This is an optimization exercise on Yosys and OpenROAD, whose aim is a short achievable clock period and few clock cycles, not a production implementation.
In this exercise RTL edits were held to simulation tests only and were not proved equivalent to the original.

==> inputs of try-zinc <==
==> flow/design.v (excerpt) <==
module CPU(
    input wire clk,
    input wire rst,
    output wire [19:0] instAddr_o,
    input wire [31:0] inst_i,
    output wire [19:0] dataAddr_o,
    output wire data_WE_n_o,
    output wire data_OE_n_o,
    output wire data_CE_n_o,
    output wire [3:0] data_be_n_o,
    output wire [31:0] data_o,
    input wire [31:0] data_i
);
export LEC_CHECK = 0
export CAP_MARGIN = 50
export CORE_MARGIN = 2
export CORE_UTILIZATION = 30
export PLACE_DENSITY = 0.5
export SLEW_MARGIN = 50
create_clock -name core_clock -period 17.0 [get_ports {clk}]
standard.sh (not shown) runs the stock make flow with config.mk's settings and CLKGATE_MAP_FILE= SYNTH_SCRIPT=/design/flow/synth_recipe.tcl, a recipe that flattens the netlist after the stock synthesis.
==> flow/flow/run.sh <==
#!/bin/bash
# The standard layout (standard.sh: the standard flow's own synthesis and ORFS steps),
# with the timing repair aiming for more setup slack than the default, so
# that the layout is optimised well below the design's clock period. The
# clock period and all constraints are the design's (constraint.sdc).
set -euo pipefail
bash standard.sh SETUP_SLACK_MARGIN=13 finish > standard_flow.log 2>&1
==> try-violet (differences from try-zinc) <==
--- a/flow/design.v
+++ b/flow/design.v
@@ -2434,25 +2434,30 @@
         .busy(dv_busy), .done(dv_done), .zero_q(dv_zero_q), .q(dv_q), .r(dv_r)
     );
     wire i_hilo = i_mf | i_mthi | i_mtlo | i_mult | i_div;
     wire stall_load = e_lres && (s_hit_e || t_hit_e);
     wire i_mem = i_load | i_store;
-    wire [31:0] agu_base = s_hit_e ? ex_logic : id_s;    
-    wire [21:0] id_addr;
-    ksadd #(22) agu(.a(agu_base[21:0]), .b(simm[21:0]), .ci(1'b0), .s(id_addr), .co());
-    wire stall_mem = (i_mem && ((s_hit_e && !e_logic) || (s_hit_m && m_lres)))
+    wire e_orp = e_op[OP_OR] | e_op[OP_AND] | e_op[OP_PASSB];
+    wire [31:0] ex_orp = ({32{e_op[OP_OR]}} & (ex_a | ex_b))
+                       | ({32{e_op[OP_AND]}} & (ex_a & ex_b))
+                       | ({32{e_op[OP_PASSB]}} & ex_b);
+    wire [31:0] fs = s_hit_e ? ex_orp : id_s;
+    wire [31:0] ft = t_hit_e ? ex_orp : id_t;
+    wire [31:0] id_addr;
+    ksadd #(22) agu(.a(fs[21:0]), .b(simm[21:0]), .ci(1'b0), .s(id_addr[21:0]), .co());
+    assign id_addr[31:22] = 10'b0;
+    wire stall_mem = (i_mem && ((s_hit_e && !e_orp) || (s_hit_m && m_lres)))
                    || (i_store && ((t_hit_e && !e_logic) || (t_hit_m && m_lres)));
-    wire [31:0] fs = s_hit_e ? ex_logic : id_s;
-    wire [31:0] ft = t_hit_e ? ex_logic : id_t;
+    wire [31:0] sd = t_hit_e ? ex_logic : id_t;
     wire i_ctl_reg = i_br | i_jr;
     wire i_regop = i_mult | i_div;
     wire br_zadd = (i_cond[2] | i_cond[1]) && s_hit_e && e_op[OP_ADD];
     wire jr_fwd = i_jr && s_hit_e && e_logic;
     wire br_late = i_br && (s_hit_e || t_hit_e) && !e_lres && !br_zadd;
     wire stall_br = (i_ctl_reg && m_lres && (s_hit_m || t_hit_m))
                   || (i_jr && s_hit_e && !e_logic)
-                  || i_regop && ((m_lres && (s_hit_m || t_hit_m)) || ((s_hit_e || t_hit_e) && !e_logic))
+                  || i_regop && ((m_lres && (s_hit_m || t_hit_m)) || ((s_hit_e || t_hit_e) && !e_orp))
                   || (e_brl && (i_br || i_jr || i_j));
     wire stall_hilo = i_hilo && ((e_div && !dv_zero_q) || (dv_busy && !dv_done));
     wire stall = stall_load || stall_br || stall_hilo || stall_mem;
     wire [31:0] br_a = id_s;
     wire [31:0] br_b = id_t;
@@ -2564,11 +2569,11 @@
         end
         e_dst <= i_dst;
         e_ltype <= i_ltype;
         e_stype <= i_stype;
         e_addr <= id_addr[21:2];
-        e_sdata <= ft;
+        e_sdata <= sd;
         e_sgn <= i_sgn;
         e_a <= a_hit_e ? ex_out : a_hit_ml ? late_res : id_a;
         e_b <= b_hit_e ? ex_out : b_hit_ml ? late_res : id_b;
         e_lhi <= i_op[OP_MFHI];
         e_cond <= i_cond;
==> impl_metrics.csv <==
group,metric,value,unit
run_status,status,"timing/DRC/antenna clean",
timing,worst_pin_slew,909,ps
final_layout,synthToLayoutAreaGrowth,34.8,%
worst_setup_path,r2r-end,"div0.bo1[18]",
worst_setup_path,r2r_cells,26,
synth,synth-compound-area-share,19.5,%
final_layout,regArea,53500,sq um
worst_setup_path,r2r_start,"e_da[6]",
final_layout,multi_input_area,98200,sq um
synth,synth.distinct_cells,100,
worst_setup_path,required,13600,ps
final_layout,final-nonclk-buf-share,14.0,%
power_and_ir_drop,swShare,25.7,%
power_and_ir_drop,irDropWorstVdd,0.103,mV
die,tap_cells,6475,
the above is filed under try-violet

==> impl_metrics.csv <==
group,metric,value,unit
run_status,status,"timing/DRC/antenna clean",
worst_setup_path,r2r_cells,22,
final_layout,multi_input_area,100000,sq um
final_layout,final-nonclk-buf-share,14.7,%
die,tap_cells,6500,
timing,worst_pin_slew,891,ps
synth,synth-compound-area-share,19.7,%
final_layout,regArea,53400,sq um
worst_setup_path,required,17790,ps
synth,synth.distinct_cells,97,
the above is filed under try-zinc

Testbench counts of try-zinc, summed over its fixed seeds: cycles 34,970.
Testbench counts of try-violet, summed over its fixed seeds: cycles 34,976.

---

==> run E <==
CPU, a different RTL version from the one above (not shown whole).
clock: 17.0 ns
lec_check: 0
cap_margin: 50
core_margin: 2
core_utilization: 30
place_density: 0.5
slew_margin: 50
Scripts as last shown in full above: flow/flow/run.sh
==> run C (differences from run E) <==
--- a/flow/design.v
+++ b/flow/design.v
@@ -2428,16 +2428,26 @@
             6'h25: begin f_rs_use = 1; f_a_sel = 0; f_i_wen = 1; f_i_dst = f_rt; f_i_load = 1; f_i_ltype = 3'd4; end
             6'h2B: begin f_rs_use = 1; f_a_sel = 0; f_rt_use = 1; f_b_sel = 0; f_i_store = 1; f_i_stype = 2'd0; end
             6'h28: begin f_rs_use = 1; f_a_sel = 0; f_rt_use = 1; f_b_sel = 0; f_i_store = 1; f_i_stype = 2'd1; end
             6'h29: begin f_rs_use = 1; f_a_sel = 0; f_rt_use = 1; f_b_sel = 0; f_i_store = 1; f_i_stype = 2'd2; end
             default: ;
         endcase
     end
     wire f_wen_nz = f_i_wen && (f_i_dst != 5'd0);
+    reg [31:0] rf_fs, rf_ft;
+    integer ri;
+    always @(*) begin
+        rf_fs = 32'b0;
+        rf_ft = 32'b0;
+        for (ri = 1; ri < 32; ri = ri + 1) begin
+            rf_fs = rf_fs | (rf[ri] & {32{f_rs == ri[4:0]}});
+            rf_ft = rf_ft | (rf[ri] & {32{f_rt == ri[4:0]}});
+        end
+    end
     wire f_s_nz = f_rs_use && (f_rs != 5'd0);
     wire f_t_nz = f_rt_use && (f_rt != 5'd0);
     reg        s_nz, t_nz;
     reg [1:0]  a_sel, b_sel;
     reg [2:0]  b_kind;
     reg        i_wen_nz;
     reg [4:0]  i_dst;
     reg        i_load, i_store;
@@ -2454,39 +2464,39 @@
             3'd2: b_imm = simm;
             3'd3: b_imm = zimm;
             3'd4: b_imm = {imm16, 16'b0};
             3'd5: b_imm = pc8;
             default: b_imm = 32'b0;
         endcase
     end
     reg  h_se, h_te, h_sm, h_tm, h_sw, h_tw;
+    reg  h_sx, h_tx;            
+    reg  [31:0] x_res;
     wire s_hit_e = h_se;
     wire t_hit_e = h_te;
     wire e_lres = e_late;       
     wire m_lres = m_late;
     wire s_hit_m = h_sm;
     wire t_hit_m = h_tm;
     wire s_hit_w = h_sw;
     wire t_hit_w = h_tw;
     reg  [31:0] d_sv, d_tv;
     wire [31:0] rf_s = d_sv;
     wire [31:0] rf_t = d_tv;
     wire [31:0] id_s = !s_nz ? 32'b0 :
                        (s_hit_m && !m_lres) ? m_res :
-                       s_hit_w ? w_res : rf_s;
+                       s_hit_w ? w_res : h_sx ? x_res : rf_s;
     wire [31:0] id_t = !t_nz ? 32'b0 :
                        (t_hit_m && !m_lres) ? m_res :
-                       t_hit_w ? w_res : rf_t;
+                       t_hit_w ? w_res : h_tx ? x_res : rf_t;
     wire [31:0] id_a = (a_sel == 2'd0) ? id_s : (a_sel == 2'd1) ? id_t : 32'b0;
     wire [31:0] id_b = (b_sel == 2'd0) ? id_t : (b_sel == 2'd1) ? id_s : b_imm;
     wire a_hit_e = (a_sel == 2'd0) ? s_hit_e : (a_sel == 2'd1) ? t_hit_e : 1'b0;
     wire b_hit_e = (b_sel == 2'd0) ? t_hit_e : (b_sel == 2'd1) ? s_hit_e : 1'b0;
-    wire a_hit_ml = m_lres && ((a_sel == 2'd0) ? s_hit_m : (a_sel == 2'd1) ? t_hit_m : 1'b0);
-    wire b_hit_ml = m_lres && ((b_sel == 2'd0) ? t_hit_m : (b_sel == 2'd1) ? s_hit_m : 1'b0);
     wire [31:0] ex_a = e_a;
     wire [31:0] ex_b = e_b;
     wire [31:0] hi_v = hi_n ? (32'b0 - hi) : hi;
     wire [31:0] lo_v = lo_n ? (32'b0 - lo) : lo;
     wire [31:0] ex_sum, ex_dif;
     wire        ex_geu;
     ksadd #(32) alu_add(.a(ex_a), .b(ex_b), .ci(1'b0), .s(ex_sum), .co());
     ksadd #(32) alu_sub(.a(ex_a), .b(~ex_b), .ci(1'b1), .s(ex_dif), .co(ex_geu));
@@ -2560,17 +2570,17 @@
     wire        dv_busy, dv_done, dv_zero_q;
     wire [31:0] dv_q, dv_r;
     mdiv div0(
         .clk(clk), .rst(rst),
         .start(e_div), .na(e_da), .nb(e_db),
         .busy(dv_busy), .done(dv_done), .zero_q(dv_zero_q), .q(dv_q), .r(dv_r)
     );
     wire i_hilo = i_mf | i_mthi | i_mtlo | i_mult | i_div;
-    wire stall_load = e_lres && (s_hit_e || t_hit_e);
+    wire stall_load = (e_lres && (s_hit_e || t_hit_e)) || (m_lres && (s_hit_m || t_hit_m));
     wire i_mem = i_load | i_store;
     wire e_orp = e_op[OP_OR] | e_op[OP_AND] | e_op[OP_PASSB];
     wire [31:0] ex_orp = ({32{e_op[OP_OR]}} & (ex_a | ex_b))
                        | ({32{e_op[OP_AND]}} & (ex_a & ex_b))
                        | ({32{e_op[OP_PASSB]}} & ex_b);
     wire [31:0] fs = s_hit_e ? ex_orp : id_s;
     wire [31:0] ft = t_hit_e ? ex_orp : id_t;
     wire [31:0] id_addr;
@@ -2616,45 +2626,53 @@
             d_pc <= 32'b0;
             d_pc4 <= 32'b0;
             s_nz <= 1'b0; t_nz <= 1'b0; a_sel <= 2'd2; b_sel <= 2'd2; b_kind <= 3'd0;
             i_wen_nz <= 1'b0; i_dst <= 5'd0; i_load <= 1'b0; i_store <= 1'b0;
             i_ltype <= 3'd0; i_stype <= 2'd0; i_op <= 14'b0;
             i_mthi <= 1'b0; i_mtlo <= 1'b0; i_mult <= 1'b0; i_div <= 1'b0; i_sgn <= 1'b0; i_mf <= 1'b0;
             i_br <= 1'b0; i_jr <= 1'b0; i_j <= 1'b0; i_cond <= 3'd0;
             h_se <= 1'b0; h_te <= 1'b0; h_sm <= 1'b0; h_tm <= 1'b0; h_sw <= 1'b0; h_tw <= 1'b0;
+            h_sx <= 1'b0; h_tx <= 1'b0;
         end else begin
+            x_res <= w_res;
             if (!stall) begin
                 h_se <= f_s_nz && !mispredict && i_wen_nz && (i_dst == f_rs);
                 h_te <= f_t_nz && !mispredict && i_wen_nz && (i_dst == f_rt);
                 h_sm <= f_s_nz && !mispredict && e_wen && (e_dst == f_rs);
                 h_tm <= f_t_nz && !mispredict && e_wen && (e_dst == f_rt);
                 h_sw <= f_s_nz && !mispredict && m_wen && (m_dst == f_rs);
                 h_tw <= f_t_nz && !mispredict && m_wen && (m_dst == f_rt);
+                h_sx <= f_s_nz && !mispredict && w_wen && (w_dst == f_rs);
+                h_tx <= f_t_nz && !mispredict && w_wen && (w_dst == f_rt);
             end else begin
                 h_se <= 1'b0;
                 h_te <= 1'b0;
                 h_sm <= s_nz && e_wen && (e_dst == rs);
                 h_tm <= t_nz && e_wen && (e_dst == rt);
                 h_sw <= s_nz && m_wen && (m_dst == rs);
                 h_tw <= t_nz && m_wen && (m_dst == rt);
+                h_sx <= 1'b0;    
+                h_tx <= 1'b0;
             end
             if (mispredict) pc <= e_alt;
             else if (!stall) begin
                 if (i_j) pc <= j_target;
                 else if (i_jr) pc <= jr_fwd ? ex_logic : br_a;
                 else if (i_br && (br_late ? pred : taken)) pc <= br_target;
                 else pc <= pc + 32'd4;
             end
             if (!stall) begin
-                d_sv <= (w_wen && w_dst == f_rs) ? w_res : rf[f_rs];
-                d_tv <= (w_wen && w_dst == f_rt) ? w_res : rf[f_rt];
+                d_sv <= rf_fs;
+                d_tv <= rf_ft;
             end else begin
                 if (w_wen && w_dst == rs) d_sv <= w_res;
+                else if (h_sx) d_sv <= x_res;
                 if (w_wen && w_dst == rt) d_tv <= w_res;
+                else if (h_tx) d_tv <= x_res;
             end
             if (!stall) begin
                 d_inst <= mispredict ? 32'b0 : inst_i;
                 d_pc <= pc;
                 d_pc4 <= pc + 32'd4;
                 s_nz <= f_s_nz && !mispredict;
                 t_nz <= f_t_nz && !mispredict;
                 a_sel <= f_a_sel;
@@ -2715,18 +2733,18 @@
             e_op <= i_op;
         end
         e_dst <= i_dst;
         e_ltype <= i_ltype;
         e_stype <= i_stype;
         e_addr <= id_addr[21:2];
         e_sdata <= sd;
         e_sgn <= i_sgn;
-        e_a <= a_hit_e ? ex_out : a_hit_ml ? late_res : id_a;
-        e_b <= b_hit_e ? ex_out : b_hit_ml ? late_res : id_b;
+        e_a <= a_hit_e ? ex_out : id_a;
+        e_b <= b_hit_e ? ex_out : id_b;
         e_lhi <= i_op[OP_MFHI];
         e_cond <= i_cond;
         e_pred <= pred;
         e_alt <= pred ? pc + 32'd4 : br_target;
         if (i_mult) begin
             e_ma <= fs;
             e_mb <= ft;
             e_msgn <= i_sgn;
==> run B (differences from run E) <==
--- a/flow/design.v
+++ b/flow/design.v
@@ -2428,16 +2428,26 @@
             6'h25: begin f_rs_use = 1; f_a_sel = 0; f_i_wen = 1; f_i_dst = f_rt; f_i_load = 1; f_i_ltype = 3'd4; end
             6'h2B: begin f_rs_use = 1; f_a_sel = 0; f_rt_use = 1; f_b_sel = 0; f_i_store = 1; f_i_stype = 2'd0; end
             6'h28: begin f_rs_use = 1; f_a_sel = 0; f_rt_use = 1; f_b_sel = 0; f_i_store = 1; f_i_stype = 2'd1; end
             6'h29: begin f_rs_use = 1; f_a_sel = 0; f_rt_use = 1; f_b_sel = 0; f_i_store = 1; f_i_stype = 2'd2; end
             default: ;
         endcase
     end
     wire f_wen_nz = f_i_wen && (f_i_dst != 5'd0);
+    reg [31:0] rf_fs, rf_ft;
+    integer ri;
+    always @(*) begin
+        rf_fs = 32'b0;
+        rf_ft = 32'b0;
+        for (ri = 1; ri < 32; ri = ri + 1) begin
+            rf_fs = rf_fs | (rf[ri] & {32{f_rs == ri[4:0]}});
+            rf_ft = rf_ft | (rf[ri] & {32{f_rt == ri[4:0]}});
+        end
+    end
     wire f_s_nz = f_rs_use && (f_rs != 5'd0);
     wire f_t_nz = f_rt_use && (f_rt != 5'd0);
     reg        s_nz, t_nz;
     reg [1:0]  a_sel, b_sel;
     reg [2:0]  b_kind;
     reg        i_wen_nz;
     reg [4:0]  i_dst;
     reg        i_load, i_store;
@@ -2454,39 +2464,39 @@
             3'd2: b_imm = simm;
             3'd3: b_imm = zimm;
             3'd4: b_imm = {imm16, 16'b0};
             3'd5: b_imm = pc8;
             default: b_imm = 32'b0;
         endcase
     end
     reg  h_se, h_te, h_sm, h_tm, h_sw, h_tw;
+    reg  h_sx, h_tx;            
+    reg  [31:0] x_res;
     wire s_hit_e = h_se;
     wire t_hit_e = h_te;
     wire e_lres = e_late;       
     wire m_lres = m_late;
     wire s_hit_m = h_sm;
     wire t_hit_m = h_tm;
     wire s_hit_w = h_sw;
     wire t_hit_w = h_tw;
     reg  [31:0] d_sv, d_tv;
     wire [31:0] rf_s = d_sv;
     wire [31:0] rf_t = d_tv;
     wire [31:0] id_s = !s_nz ? 32'b0 :
                        (s_hit_m && !m_lres) ? m_res :
-                       s_hit_w ? w_res : rf_s;
+                       s_hit_w ? w_res : h_sx ? x_res : rf_s;
     wire [31:0] id_t = !t_nz ? 32'b0 :
                        (t_hit_m && !m_lres) ? m_res :
-                       t_hit_w ? w_res : rf_t;
+                       t_hit_w ? w_res : h_tx ? x_res : rf_t;
     wire [31:0] id_a = (a_sel == 2'd0) ? id_s : (a_sel == 2'd1) ? id_t : 32'b0;
     wire [31:0] id_b = (b_sel == 2'd0) ? id_t : (b_sel == 2'd1) ? id_s : b_imm;
     wire a_hit_e = (a_sel == 2'd0) ? s_hit_e : (a_sel == 2'd1) ? t_hit_e : 1'b0;
     wire b_hit_e = (b_sel == 2'd0) ? t_hit_e : (b_sel == 2'd1) ? s_hit_e : 1'b0;
-    wire a_hit_ml = m_lres && ((a_sel == 2'd0) ? s_hit_m : (a_sel == 2'd1) ? t_hit_m : 1'b0);
-    wire b_hit_ml = m_lres && ((b_sel == 2'd0) ? t_hit_m : (b_sel == 2'd1) ? s_hit_m : 1'b0);
     wire [31:0] ex_a = e_a;
     wire [31:0] ex_b = e_b;
     wire [31:0] hi_v = hi_n ? (32'b0 - hi) : hi;
     wire [31:0] lo_v = lo_n ? (32'b0 - lo) : lo;
     wire [31:0] ex_sum, ex_dif;
     wire        ex_geu;
     ksadd #(32) alu_add(.a(ex_a), .b(ex_b), .ci(1'b0), .s(ex_sum), .co());
     ksadd #(32) alu_sub(.a(ex_a), .b(~ex_b), .ci(1'b1), .s(ex_dif), .co(ex_geu));
@@ -2560,17 +2570,17 @@
     wire        dv_busy, dv_done, dv_zero_q;
     wire [31:0] dv_q, dv_r;
     mdiv div0(
         .clk(clk), .rst(rst),
         .start(e_div), .na(e_da), .nb(e_db),
         .busy(dv_busy), .done(dv_done), .zero_q(dv_zero_q), .q(dv_q), .r(dv_r)
     );
     wire i_hilo = i_mf | i_mthi | i_mtlo | i_mult | i_div;
-    wire stall_load = e_lres && (s_hit_e || t_hit_e);
+    wire stall_load = (e_lres && (s_hit_e || t_hit_e)) || (m_lres && (s_hit_m || t_hit_m));
     wire i_mem = i_load | i_store;
     wire e_orp = e_op[OP_OR] | e_op[OP_AND] | e_op[OP_PASSB];
     wire [31:0] ex_orp = ({32{e_op[OP_OR]}} & (ex_a | ex_b))
                        | ({32{e_op[OP_AND]}} & (ex_a & ex_b))
                        | ({32{e_op[OP_PASSB]}} & ex_b);
     wire [31:0] fs = s_hit_e ? ex_orp : id_s;
     wire [31:0] ft = t_hit_e ? ex_orp : id_t;
     wire [31:0] id_addr;
@@ -2616,45 +2626,53 @@
             d_pc <= 32'b0;
             d_pc4 <= 32'b0;
             s_nz <= 1'b0; t_nz <= 1'b0; a_sel <= 2'd2; b_sel <= 2'd2; b_kind <= 3'd0;
             i_wen_nz <= 1'b0; i_dst <= 5'd0; i_load <= 1'b0; i_store <= 1'b0;
             i_ltype <= 3'd0; i_stype <= 2'd0; i_op <= 14'b0;
             i_mthi <= 1'b0; i_mtlo <= 1'b0; i_mult <= 1'b0; i_div <= 1'b0; i_sgn <= 1'b0; i_mf <= 1'b0;
             i_br <= 1'b0; i_jr <= 1'b0; i_j <= 1'b0; i_cond <= 3'd0;
             h_se <= 1'b0; h_te <= 1'b0; h_sm <= 1'b0; h_tm <= 1'b0; h_sw <= 1'b0; h_tw <= 1'b0;
+            h_sx <= 1'b0; h_tx <= 1'b0;
         end else begin
+            x_res <= w_res;
             if (!stall) begin
                 h_se <= f_s_nz && !mispredict && i_wen_nz && (i_dst == f_rs);
                 h_te <= f_t_nz && !mispredict && i_wen_nz && (i_dst == f_rt);
                 h_sm <= f_s_nz && !mispredict && e_wen && (e_dst == f_rs);
                 h_tm <= f_t_nz && !mispredict && e_wen && (e_dst == f_rt);
                 h_sw <= f_s_nz && !mispredict && m_wen && (m_dst == f_rs);
                 h_tw <= f_t_nz && !mispredict && m_wen && (m_dst == f_rt);
+                h_sx <= f_s_nz && !mispredict && w_wen && (w_dst == f_rs);
+                h_tx <= f_t_nz && !mispredict && w_wen && (w_dst == f_rt);
             end else begin
                 h_se <= 1'b0;
                 h_te <= 1'b0;
                 h_sm <= s_nz && e_wen && (e_dst == rs);
                 h_tm <= t_nz && e_wen && (e_dst == rt);
                 h_sw <= s_nz && m_wen && (m_dst == rs);
                 h_tw <= t_nz && m_wen && (m_dst == rt);
+                h_sx <= 1'b0;    
+                h_tx <= 1'b0;
             end
             if (mispredict) pc <= e_alt;
             else if (!stall) begin
                 if (i_j) pc <= j_target;
                 else if (i_jr) pc <= jr_fwd ? ex_logic : br_a;
                 else if (i_br && (br_late ? pred : taken)) pc <= br_target;
                 else pc <= pc + 32'd4;
             end
             if (!stall) begin
-                d_sv <= (w_wen && w_dst == f_rs) ? w_res : rf[f_rs];
-                d_tv <= (w_wen && w_dst == f_rt) ? w_res : rf[f_rt];
+                d_sv <= rf_fs;
+                d_tv <= rf_ft;
             end else begin
                 if (w_wen && w_dst == rs) d_sv <= w_res;
+                else if (h_sx) d_sv <= x_res;
                 if (w_wen && w_dst == rt) d_tv <= w_res;
+                else if (h_tx) d_tv <= x_res;
             end
             if (!stall) begin
                 d_inst <= mispredict ? 32'b0 : inst_i;
                 d_pc <= pc;
                 d_pc4 <= pc + 32'd4;
                 s_nz <= f_s_nz && !mispredict;
                 t_nz <= f_t_nz && !mispredict;
                 a_sel <= f_a_sel;
@@ -2715,18 +2733,18 @@
             e_op <= i_op;
         end
         e_dst <= i_dst;
         e_ltype <= i_ltype;
         e_stype <= i_stype;
         e_addr <= id_addr[21:2];
         e_sdata <= sd;
         e_sgn <= i_sgn;
-        e_a <= a_hit_e ? ex_out : a_hit_ml ? late_res : id_a;
-        e_b <= b_hit_e ? ex_out : b_hit_ml ? late_res : id_b;
+        e_a <= a_hit_e ? ex_out : id_a;
+        e_b <= b_hit_e ? ex_out : id_b;
         e_lhi <= i_op[OP_MFHI];
         e_cond <= i_cond;
         e_pred <= pred;
         e_alt <= pred ? pc + 32'd4 : br_target;
         if (i_mult) begin
             e_ma <= fs;
             e_mb <= ft;
             e_msgn <= i_sgn;
CORE_UTILIZATION = 40   (was 30)
PLACE_DENSITY = 0.55   (was 0.5)
==> comparison table <==
|  | run E | run C | run B |
|---|---|---|---|
| Status | finished clean | finished clean | finished clean |
| Critical path class | reg -> out | reg -> out | in -> reg |
| Total number of tap cells | 6706 | 6500 | 4950 |
| Sort of element at the end of the critical path | output port | output port | flop |
| Met2 routed wirelength | 352 mm | 429 mm | 398 mm |
| Layout Cell Area excl Fill | 0.198 mm² | 0.202 mm² | 0.199 mm² |
| Number of distinct standard cells referenced by the synthesized netlist | 92 | 114 | 114 |
| Met1 layer wirelength in the final routing | 295 mm | 349 mm | 326 mm |
| Xor and xnor area share after synthesis | 3.64% | 3.70% | 3.70% |
| Inst Count DP | 21276 | 21766 | 20160 |
| Clock Buffer Count | 297 | 316 | 300 |
| Placement row count | 261 | 258 | 223 |
| Routability congestion estimate | 1.03 | 1.06 | 1.05 |
| Max-slew headroom at the worst pin | 41.1% | 40.4% | 40.6% |
Testbench counts of run E, summed over its fixed seeds: cycles 35,080.
Testbench counts of run C, summed over its fixed seeds: cycles 35,090.
Testbench counts of run B, summed over its fixed seeds: cycles 35,090.

static timing again, ports no longer ideal:
No port has a modelled driver above. Below, the same layouts with a new extraction and two added sets of constraints. Step 1: set_driving_cell puts a clkbuf_16 on clk and a buf_2 on each other input, an assumption about the parent block. Step 2, shift: input delay + t, output delay - t, t = (earliest + latest rising clock arrival at the registers) / 2. This alone moves slack from input paths to output paths. Three values: ideal, step 1, step 2; two values: the first two.
run	t (ns)	slack for setup (ns)	hold WS [ns]	latest minus earliest clock arrival (ns)	slew at the worst register clock pin (ns)
try-zinc	1.034	11.962 / 11.962 / 11.171	0.327 / 0.327 / 0.327	0.105 / 0.104	0.09 / 0.09
try-violet	1.024	12.005 / 11.903 / 11.206	0.332 / 0.332 / 0.332	0.125 / 0.125	0.07 / 0.07
run E	1.095	11.993 / 11.864 / 11.156	0.216 / 0.216 / 0.216	0.127 / 0.127	0.07 / 0.07
run C	1.110	12.024 / 11.911 / 11.151	0.335 / 0.335 / 0.335	0.182 / 0.182	0.08 / 0.08
run B	1.109	12.016 / 11.989 / 10.988	0.331 / 0.331 / 0.331	0.109 / 0.109	0.07 / 0.07
After both steps every run listed still meets setup and hold. For run B, which loses most, drivers alone change the setup slack by -0.027 ns; drivers and shift together by -1.028 ns.
